This is an optimization exercise on Yosys and OpenROAD, whose aim is small area, not a production implementation. Only simulation tests tie the RTL to the original design; equivalence was not proved. No activity file was given, so power comes from the tool's default toggle rates.

==> wip/maple: inputs <==
==> flow/design.v <==
module timer_top (
	input  wire sys_clk,
	input  wire sys_rst_n,
	input  wire tim_psel,
	input  wire tim_penable,
	input  wire tim_pwrite,
	input  wire [11:0] tim_paddr,
	input  wire [31:0] tim_pwdata,
	input  wire [3:0]  tim_pstrb,
	output wire [31:0] tim_prdata,
	output wire tim_pslverr,
	output wire tim_pready,
	output wire tim_int,
	input  wire dbg_mode
);
	reg         apb_access;
	reg         timer_en, div_en;
	reg  [3:0]  div_val;
	reg         timer_en_prev;
	reg         cnt_update;
	reg  [7:0]  sub_cnt;
	reg  [63:0] r;
	reg         inc, z, y;
	reg  [63:0] tcmp_n;    
	reg         tier, tisr, halt_req, halt_ack;
	assign tim_pready = apb_access & tim_penable;
	wire wr_en  = tim_pready & tim_pwrite;
	wire a_ok   = (tim_paddr[11:5] == 7'd0) & (tim_paddr[1:0] == 2'd0);
	wire [2:0] idx = tim_paddr[4:2];
	wire wsel   = wr_en & a_ok;
	wire tcr_w  = wsel & (idx == 3'd0);
	wire tdr0_w = wsel & (idx == 3'd1);
	wire tdr1_w = wsel & (idx == 3'd2);
	wire cmp0_w = wsel & (idx == 3'd3);
	wire cmp1_w = wsel & (idx == 3'd4);
	wire tier_w = wsel & (idx == 3'd5) & tim_pstrb[0];
	wire tisr_w = wsel & (idx == 3'd6) & tim_pstrb[0];
	wire hcsr_w = wsel & (idx == 3'd7) & tim_pstrb[0];
	wire tdr_w  = tdr0_w | tdr1_w;
	wire tcr_w0 = tcr_w & tim_pstrb[0];
	wire tcr_w1 = tcr_w & tim_pstrb[1];
	assign tim_pslverr = (tcr_w0 & timer_en & (div_en != tim_pwdata[1])) |
	                     (tcr_w1 & ((timer_en & (div_val != tim_pwdata[11:8])) | (tim_pwdata[11:8] > 4'h8)));
	always @(posedge sys_clk, negedge sys_rst_n) begin
		if (!sys_rst_n) begin
			apb_access    <= 1'b0;
			timer_en      <= 1'b0;
			div_en        <= 1'b0;
			div_val       <= 4'h1;
			timer_en_prev <= 1'b0;
			tier          <= 1'b0;
			halt_req      <= 1'b0;
			halt_ack      <= 1'b0;
		end else begin
			apb_access    <= tim_penable & tim_psel;
			timer_en_prev <= timer_en;
			if (tcr_w0 & ~tim_pslverr) begin
				timer_en <= tim_pwdata[0];
				div_en   <= tim_pwdata[1];
			end
			if (tcr_w1 & ~tim_pslverr)
				div_val  <= tim_pwdata[11:8];
			if (tier_w)
				tier <= tim_pwdata[0];
			if (hcsr_w)
				halt_req <= tim_pwdata[0];
			halt_ack <= dbg_mode & halt_req;
		end
	end
	wire halt  = dbg_mode & halt_req;
	wire nedge = timer_en_prev & ~timer_en;
	wire [7:0] sub_cmp;
	assign sub_cmp[0] = div_val[3] | div_val[2] | div_val[1] | div_val[0];
	assign sub_cmp[1] = div_val[3] | div_val[2] | div_val[1];
	assign sub_cmp[2] = div_val[3] | div_val[2] | (div_val[1] & div_val[0]);
	assign sub_cmp[3] = div_val[3] | div_val[2];
	assign sub_cmp[4] = div_val[3] | (div_val[2] & (div_val[1] | div_val[0]));
	assign sub_cmp[5] = div_val[3] | (div_val[2] & div_val[1]);
	assign sub_cmp[6] = div_val[3] | (div_val[2] & div_val[1] & div_val[0]);
	assign sub_cmp[7] = div_val[3];
	wire pulse  = sub_cnt == sub_cmp;
	wire cnt_en = ~halt & timer_en & (~div_en | ~sub_cmp[0] | pulse);
	always @(posedge sys_clk, negedge sys_rst_n) begin
		if (!sys_rst_n)
			sub_cnt <= 8'h0;
		else if (~halt) begin
			if (~timer_en | ~div_en | pulse)
				sub_cnt <= 8'h0;
			else if (sub_cmp[0])
				sub_cnt <= sub_cnt + 8'd1;
		end
	end
	wire [7:0] allone;
	wire [8:0] bc;
	wire [63:0] carry;
	genvar gb, gi;
	generate
		for (gb = 0; gb < 8; gb = gb + 1) begin : g_byte
			assign allone[gb] = &r[8*gb+7:8*gb];
			assign carry[8*gb] = bc[gb];
			for (gi = 1; gi < 8; gi = gi + 1) begin : g_bit
				assign carry[8*gb+gi] = carry[8*gb+gi-1] & r[8*gb+gi-1];
			end
		end
		for (gb = 0; gb < 9; gb = gb + 1) begin : g_bc
			if (gb == 0) begin : g_first
				assign bc[gb] = inc;
			end else begin : g_rest
				assign bc[gb] = inc & (&allone[gb-1:0]);
			end
		end
	endgenerate
	wire [63:0] s = r ^ carry;
	wire [63:0] cnt = z ? {63'b0, inc} : s;
	wire match = z ? ((&tcmp_n[63:1]) & (tcmp_n[0] != inc)) : ((s ^ tcmp_n) == 64'hFFFF_FFFF_FFFF_FFFF);
	wire clr   = (match & cnt_en) | (nedge & ~halt);
	wire load = clr | tdr_w;
	wire [7:0] bw;
	assign bw[3:0] = {4{tdr0_w}} & tim_pstrb;
	assign bw[7:4] = {4{tdr1_w}} & tim_pstrb;
	wire sel_cnt_nw = load ? (~nedge & cnt_update) : (nedge | cnt_update);
	wire sel_r_nw   = load ? (~nedge & ~cnt_update & ~y) : (~nedge & ~cnt_update);
	wire [63:0] rn;
	generate
		for (gb = 0; gb < 8; gb = gb + 1) begin : g_sel
			wire wsel_b = (gb < 4) ? tdr0_w : tdr1_w;
			wire sp = bw[gb];
			wire sc = ~wsel_b & sel_cnt_nw;
			wire sr = wsel_b ? (~bw[gb] & ~y) : sel_r_nw;
			assign rn[8*gb+7:8*gb] = ({8{sp}} & tim_pwdata[8*(gb%4)+7:8*(gb%4)]) |
			                         ({8{sc}} & cnt[8*gb+7:8*gb]) |
			                         ({8{sr}} & r[8*gb+7:8*gb]);
		end
	endgenerate
	always @(posedge sys_clk, negedge sys_rst_n) begin
		if (!sys_rst_n) begin
			r          <= 64'h0;
			inc        <= 1'b0;
			z          <= 1'b0;
			y          <= 1'b0;
			cnt_update <= 1'b0;
		end else begin
			cnt_update <= cnt_en;
			r   <= rn;
			inc <= ~load & cnt_en;
			z   <= clr | (z & ~tdr_w & ~cnt_update & ~nedge);
			y   <= ~load & (nedge | (y & ~cnt_update));
		end
	end
	wire [31:0] mask = {{8{tim_pstrb[3]}}, {8{tim_pstrb[2]}}, {8{tim_pstrb[1]}}, {8{tim_pstrb[0]}}};
	always @(posedge sys_clk, negedge sys_rst_n) begin
		if (!sys_rst_n) begin
			tisr <= 1'b0;
		end else begin
			if (tisr_w & tim_pwdata[0])
				tisr <= 1'b0;
			else if (match)
				tisr <= 1'b1;
		end
	end
	genvar gc;
	generate
		for (gc = 0; gc < 8; gc = gc + 1) begin : g_cmp
			wire we = ((gc < 4) ? cmp0_w : cmp1_w) & tim_pstrb[gc % 4];
			always @(posedge sys_clk, negedge sys_rst_n) begin
				if (!sys_rst_n)
					tcmp_n[8*gc+7:8*gc] <= 8'h0;
				else if (we)
					tcmp_n[8*gc+7:8*gc] <= ~tim_pwdata[8*(gc%4)+7:8*(gc%4)];
			end
		end
	endgenerate
	assign tim_int = tier & tisr;
	wire rs_tdr0 = a_ok & (idx == 3'd1) & ~y;
	wire rs_tdr1 = a_ok & (idx == 3'd2) & ~y;
	wire rs_cmp0 = a_ok & (idx == 3'd3);
	wire rs_cmp1 = a_ok & (idx == 3'd4);
	wire rs_tcr  = a_ok & (idx == 3'd0);
	wire rs_tier = a_ok & (idx == 3'd5);
	wire rs_tisr = a_ok & (idx == 3'd6);
	wire rs_hcsr = a_ok & (idx == 3'd7);
	assign tim_prdata = ({32{rs_tdr0}} & r[31:0]) | ({32{rs_tdr1}} & r[63:32]) |
	                    ({32{rs_cmp0}} & ~tcmp_n[31:0]) | ({32{rs_cmp1}} & ~tcmp_n[63:32]) |
	                    ({32{rs_tcr}}  & {20'h0, div_val, 6'h0, div_en, timer_en}) |
	                    ({32{rs_tier}} & {31'h0, tier}) |
	                    ({32{rs_tisr}} & {31'h0, tisr}) |
	                    ({32{rs_hcsr}} & {30'h0, halt_ack, halt_req});
endmodule
==> flow/flow/run.sh <==
#!/bin/bash
# Standard ORFS layout (standard.sh) with these changes:
#  - synthesis maps with flow/abc_map.script, an area-oriented ABC script, in place
#    of ORFS's speed script (same synthesis script otherwise, same registers)
#  - the port buffers that global placement inserts are buf_1 cells
#  - CTS inserts no dummy loads and uses the buffers named in CTS_BUFS
set -euo pipefail
W=$PWD
CTS_BUFS="-buf_list sky130_fd_sc_hd__clkbuf_8"
rm -rf "$W/scripts"
cp -r "$FLOW_HOME/scripts" "$W/scripts"
cp "$W/flow/abc_map.script" "$W/scripts/abc_speed.script"
bash standard.sh SCRIPTS_DIR="$W/scripts" synth > synth.log 2>&1
export BUFFER_PORTS_ARGS="-buffer_cell sky130_fd_sc_hd__buf_1"
export CTS_ARGS="-sink_clustering_enable -repair_clock_nets -dont_use_dummy_load $CTS_BUFS"
bash standard.sh finish > layout.log 2>&1
==> flow/flow/abc_map.script <==
&get -n
&st
&dc2
&syn2
&dc2
&dch -f
&nf -R 1000 -p
&put
topo
stime -c
==> flow/standard.sh <==
#!/bin/bash
# synth_recipe.tcl (not shown) runs the flow's synth.tcl, then flattens the netlist and writes it again
# the make line also repeats each setting of config.mk as NAME=value (left out here)
make -C /OpenROAD-flow-scripts/flow DESIGN_CONFIG=/design/flow/config.mk WORK_HOME=/design/flow/orfs CLKGATE_MAP_FILE= SYNTH_SCRIPT=/design/flow/synth_recipe.tcl "${@:-finish}"
==> flow/config.mk <==
export PLATFORM = sky130hd
export DESIGN_NAME = timer_top
export DESIGN_NICKNAME = timer_top
export VERILOG_FILES = /design/flow/design.v
export SDC_FILE = /design/flow/constraint.sdc
export NUM_CORES = 4
export LEC_CHECK = 0
export CAP_MARGIN = 20
export CORE_MARGIN = 2
export CORE_UTILIZATION = 40
export PLACE_DENSITY = 0.6
export SLEW_MARGIN = 20
==> flow/constraint.sdc <==
create_clock -name core_clock -period 6.5 [get_ports {sys_clk}]
set_input_delay 1.3000 -clock core_clock [delete_from_list [all_inputs] [get_ports {sys_clk}]]
set_output_delay 1.3000 -clock core_clock [all_outputs]
set_load 0.01 [all_outputs]
==> wip/nickel (differences from wip/maple) <==
==> flow/design.v, changed modules only <==
module timer_top (
	input  wire sys_clk,
	input  wire sys_rst_n,
	input  wire tim_psel,
	input  wire tim_penable,
	input  wire tim_pwrite,
	input  wire [11:0] tim_paddr,
	input  wire [31:0] tim_pwdata,
	input  wire [3:0]  tim_pstrb,
	output wire [31:0] tim_prdata,
	output wire tim_pslverr,
	output wire tim_pready,
	output wire tim_int,
	input  wire dbg_mode
);
	reg         apb_access;
	reg         timer_en, div_en;
	reg  [3:0]  div_val;
	reg         timer_en_prev;
	reg         cnt_update;
	reg  [7:0]  sub_cnt;
	reg  [63:0] r;
	reg         inc, z, y;
	reg  [63:0] tcmp;
	reg         tier, tisr, halt_req, halt_ack;
	assign tim_pready = apb_access & tim_penable;
	wire wr_en  = tim_pready & tim_pwrite;
	wire a_ok   = (tim_paddr[11:5] == 7'd0) & (tim_paddr[1:0] == 2'd0);
	wire [2:0] idx = tim_paddr[4:2];
	wire wsel   = wr_en & a_ok;
	wire tcr_w  = wsel & (idx == 3'd0);
	wire tdr0_w = wsel & (idx == 3'd1);
	wire tdr1_w = wsel & (idx == 3'd2);
	wire cmp0_w = wsel & (idx == 3'd3);
	wire cmp1_w = wsel & (idx == 3'd4);
	wire tier_w = wsel & (idx == 3'd5) & tim_pstrb[0];
	wire tisr_w = wsel & (idx == 3'd6) & tim_pstrb[0];
	wire hcsr_w = wsel & (idx == 3'd7) & tim_pstrb[0];
	wire tdr_w  = tdr0_w | tdr1_w;
	wire tcr_w0 = tcr_w & tim_pstrb[0];
	wire tcr_w1 = tcr_w & tim_pstrb[1];
	assign tim_pslverr = (tcr_w0 & timer_en & (div_en != tim_pwdata[1])) |
	                     (tcr_w1 & ((timer_en & (div_val != tim_pwdata[11:8])) | (tim_pwdata[11:8] > 4'h8)));
	always @(posedge sys_clk, negedge sys_rst_n) begin
		if (!sys_rst_n) begin
			apb_access    <= 1'b0;
			timer_en      <= 1'b0;
			div_en        <= 1'b0;
			div_val       <= 4'h1;
			timer_en_prev <= 1'b0;
			tier          <= 1'b0;
			halt_req      <= 1'b0;
			halt_ack      <= 1'b0;
		end else begin
			apb_access    <= tim_penable & tim_psel;
			timer_en_prev <= timer_en;
			if (tcr_w0 & ~tim_pslverr) begin
				timer_en <= tim_pwdata[0];
				div_en   <= tim_pwdata[1];
			end
			if (tcr_w1 & ~tim_pslverr)
				div_val  <= tim_pwdata[11:8];
			if (tier_w)
				tier <= tim_pwdata[0];
			if (hcsr_w)
				halt_req <= tim_pwdata[0];
			halt_ack <= dbg_mode & halt_req;
		end
	end
	wire halt  = dbg_mode & halt_req;
	wire nedge = timer_en_prev & ~timer_en;
	reg [7:0] sub_cmp;
	always @(*) begin
		case (div_val)
			4'h0: sub_cmp = 8'd0;
			4'h2: sub_cmp = 8'd3;
			4'h3: sub_cmp = 8'd7;
			4'h4: sub_cmp = 8'd15;
			4'h5: sub_cmp = 8'd31;
			4'h6: sub_cmp = 8'd63;
			4'h7: sub_cmp = 8'd127;
			4'h8: sub_cmp = 8'd255;
			default: sub_cmp = 8'd1;
		endcase
	end
	wire pulse  = sub_cnt == sub_cmp;
	wire cnt_en = ~halt & timer_en & (~div_en | (div_val == 4'h0) | pulse);
	always @(posedge sys_clk, negedge sys_rst_n) begin
		if (!sys_rst_n)
			sub_cnt <= 8'h0;
		else if (~halt) begin
			if (~timer_en | ~div_en | pulse)
				sub_cnt <= 8'h0;
			else if (div_val != 4'h0)
				sub_cnt <= sub_cnt + 8'd1;
		end
	end
	wire [7:0] allone;
	wire [8:0] bc;
	wire [63:0] carry;
	genvar gb, gi;
	generate
		for (gb = 0; gb < 8; gb = gb + 1) begin : g_byte
			assign allone[gb] = &r[8*gb+7:8*gb];
			assign carry[8*gb] = bc[gb];
			for (gi = 1; gi < 8; gi = gi + 1) begin : g_bit
				assign carry[8*gb+gi] = carry[8*gb+gi-1] & r[8*gb+gi-1];
			end
		end
		for (gb = 0; gb < 9; gb = gb + 1) begin : g_bc
			if (gb == 0) begin : g_first
				assign bc[gb] = inc;
			end else begin : g_rest
				assign bc[gb] = inc & (&allone[gb-1:0]);
			end
		end
	endgenerate
	wire [63:0] s = r ^ carry;
	wire [63:0] cnt = z ? {63'b0, inc} : s;
	wire match = z ? ((tcmp[63:1] == 63'd0) & (tcmp[0] == inc)) : (s == tcmp);
	wire clr   = (match & cnt_en) | (nedge & ~halt);
	wire load = clr | tdr_w;
	wire [7:0] bw;
	assign bw[3:0] = {4{tdr0_w}} & tim_pstrb;
	assign bw[7:4] = {4{tdr1_w}} & tim_pstrb;
	wire sel_cnt_nw = load ? (~nedge & cnt_update) : (nedge | cnt_update);
	wire sel_r_nw   = load ? (~nedge & ~cnt_update & ~y) : (~nedge & ~cnt_update);
	wire [63:0] rn;
	generate
		for (gb = 0; gb < 8; gb = gb + 1) begin : g_sel
			wire wsel_b = (gb < 4) ? tdr0_w : tdr1_w;
			wire sp = bw[gb];
			wire sc = ~wsel_b & sel_cnt_nw;
			wire sr = wsel_b ? (~bw[gb] & ~y) : sel_r_nw;
			assign rn[8*gb+7:8*gb] = ({8{sp}} & tim_pwdata[8*(gb%4)+7:8*(gb%4)]) |
			                         ({8{sc}} & cnt[8*gb+7:8*gb]) |
			                         ({8{sr}} & r[8*gb+7:8*gb]);
		end
	endgenerate
	always @(posedge sys_clk, negedge sys_rst_n) begin
		if (!sys_rst_n) begin
			r          <= 64'h0;
			inc        <= 1'b0;
			z          <= 1'b0;
			y          <= 1'b0;
			cnt_update <= 1'b0;
		end else begin
			cnt_update <= cnt_en;
			r   <= rn;
			inc <= ~load & cnt_en;
			z   <= clr | (z & ~tdr_w & ~cnt_update & ~nedge);
			y   <= ~load & (nedge | (y & ~cnt_update));
		end
	end
	wire [31:0] mask = {{8{tim_pstrb[3]}}, {8{tim_pstrb[2]}}, {8{tim_pstrb[1]}}, {8{tim_pstrb[0]}}};
	always @(posedge sys_clk, negedge sys_rst_n) begin
		if (!sys_rst_n) begin
			tcmp <= 64'hFFFF_FFFF_FFFF_FFFF;
			tisr <= 1'b0;
		end else begin
			if (cmp0_w)
				tcmp[31:0]  <= (tim_pwdata & mask) | (tcmp[31:0] & ~mask);
			if (cmp1_w)
				tcmp[63:32] <= (tim_pwdata & mask) | (tcmp[63:32] & ~mask);
			if (tisr_w & tim_pwdata[0])
				tisr <= 1'b0;
			else if (match)
				tisr <= 1'b1;
		end
	end
	assign tim_int = tier & tisr;
	wire rs_tdr0 = a_ok & (idx == 3'd1) & ~y;
	wire rs_tdr1 = a_ok & (idx == 3'd2) & ~y;
	wire rs_cmp0 = a_ok & (idx == 3'd3);
	wire rs_cmp1 = a_ok & (idx == 3'd4);
	wire rs_tcr  = a_ok & (idx == 3'd0);
	wire rs_tier = a_ok & (idx == 3'd5);
	wire rs_tisr = a_ok & (idx == 3'd6);
	wire rs_hcsr = a_ok & (idx == 3'd7);
	assign tim_prdata = ({32{rs_tdr0}} & r[31:0]) | ({32{rs_tdr1}} & r[63:32]) |
	                    ({32{rs_cmp0}} & tcmp[31:0]) | ({32{rs_cmp1}} & tcmp[63:32]) |
	                    ({32{rs_tcr}}  & {20'h0, div_val, 6'h0, div_en, timer_en}) |
	                    ({32{rs_tier}} & {31'h0, tier}) |
	                    ({32{rs_tisr}} & {31'h0, tisr}) |
	                    ({32{rs_hcsr}} & {30'h0, halt_ack, halt_req});
endmodule
==> flow/run.sh (new file) <==
#!/bin/bash
# synth_recipe.tcl (not shown) runs the flow's synth.tcl, then flattens the netlist and writes it again
# the make line also repeats each setting of config.mk as NAME=value (left out here)
make -C /OpenROAD-flow-scripts/flow DESIGN_CONFIG=/design/flow/config.mk WORK_HOME=/design/flow/orfs CLKGATE_MAP_FILE= SYNTH_SCRIPT=/design/flow/synth_recipe.tcl finish
CORE_UTILIZATION = 65   (was 40)
PLACE_DENSITY = 0.75   (was 0.6)
removed: flow/flow/run.sh
removed: flow/flow/abc_map.script
removed: flow/standard.sh
==> run summary <==
- In wip/maple the worst hold slack is higher than in wip/nickel, by 0.028 ns.
- Against wip/maple, the wire length of wip/nickel is higher by 1.4%.
- Clock power: wip/nickel is higher than wip/maple (about 100%).
- In flip-flop and latch count, wip/nickel and wip/maple do not differ.

## what the ideal ports hide
Ports are ideal in the flow. The routed layouts listed here were re-timed in OpenROAD.
Step 1 assumes that a clkbuf_16 drives the clock port and a buf_2 every other input.
Step 2 times the ports against the registers' clock, not the clock port: input delays grow and output delays shrink by t, the midpoint of the rising clock arrivals with the driver on.
Three values: ideal ports, drivers, drivers and shift; two values: the first two.
run | t (ns) | setup slack, ns | worst hold slack (ns) | worst register clock-pin slew, ns
wip/maple | 0.499 | 0.643 / 0.643 / 0.643 | 0.524 / 0.524 / 0.524 | 0.09 / 0.09
wip/nickel | 0.474 | 1.059 / 1.036 / 1.036 | 0.497 / 0.497 / 0.497 | 0.07 / 0.07
After both steps setup and hold are still met in every run listed. For wip/nickel, which loses most, drivers alone change the setup slack by -0.023 ns; drivers and shift together by -0.023 ns.
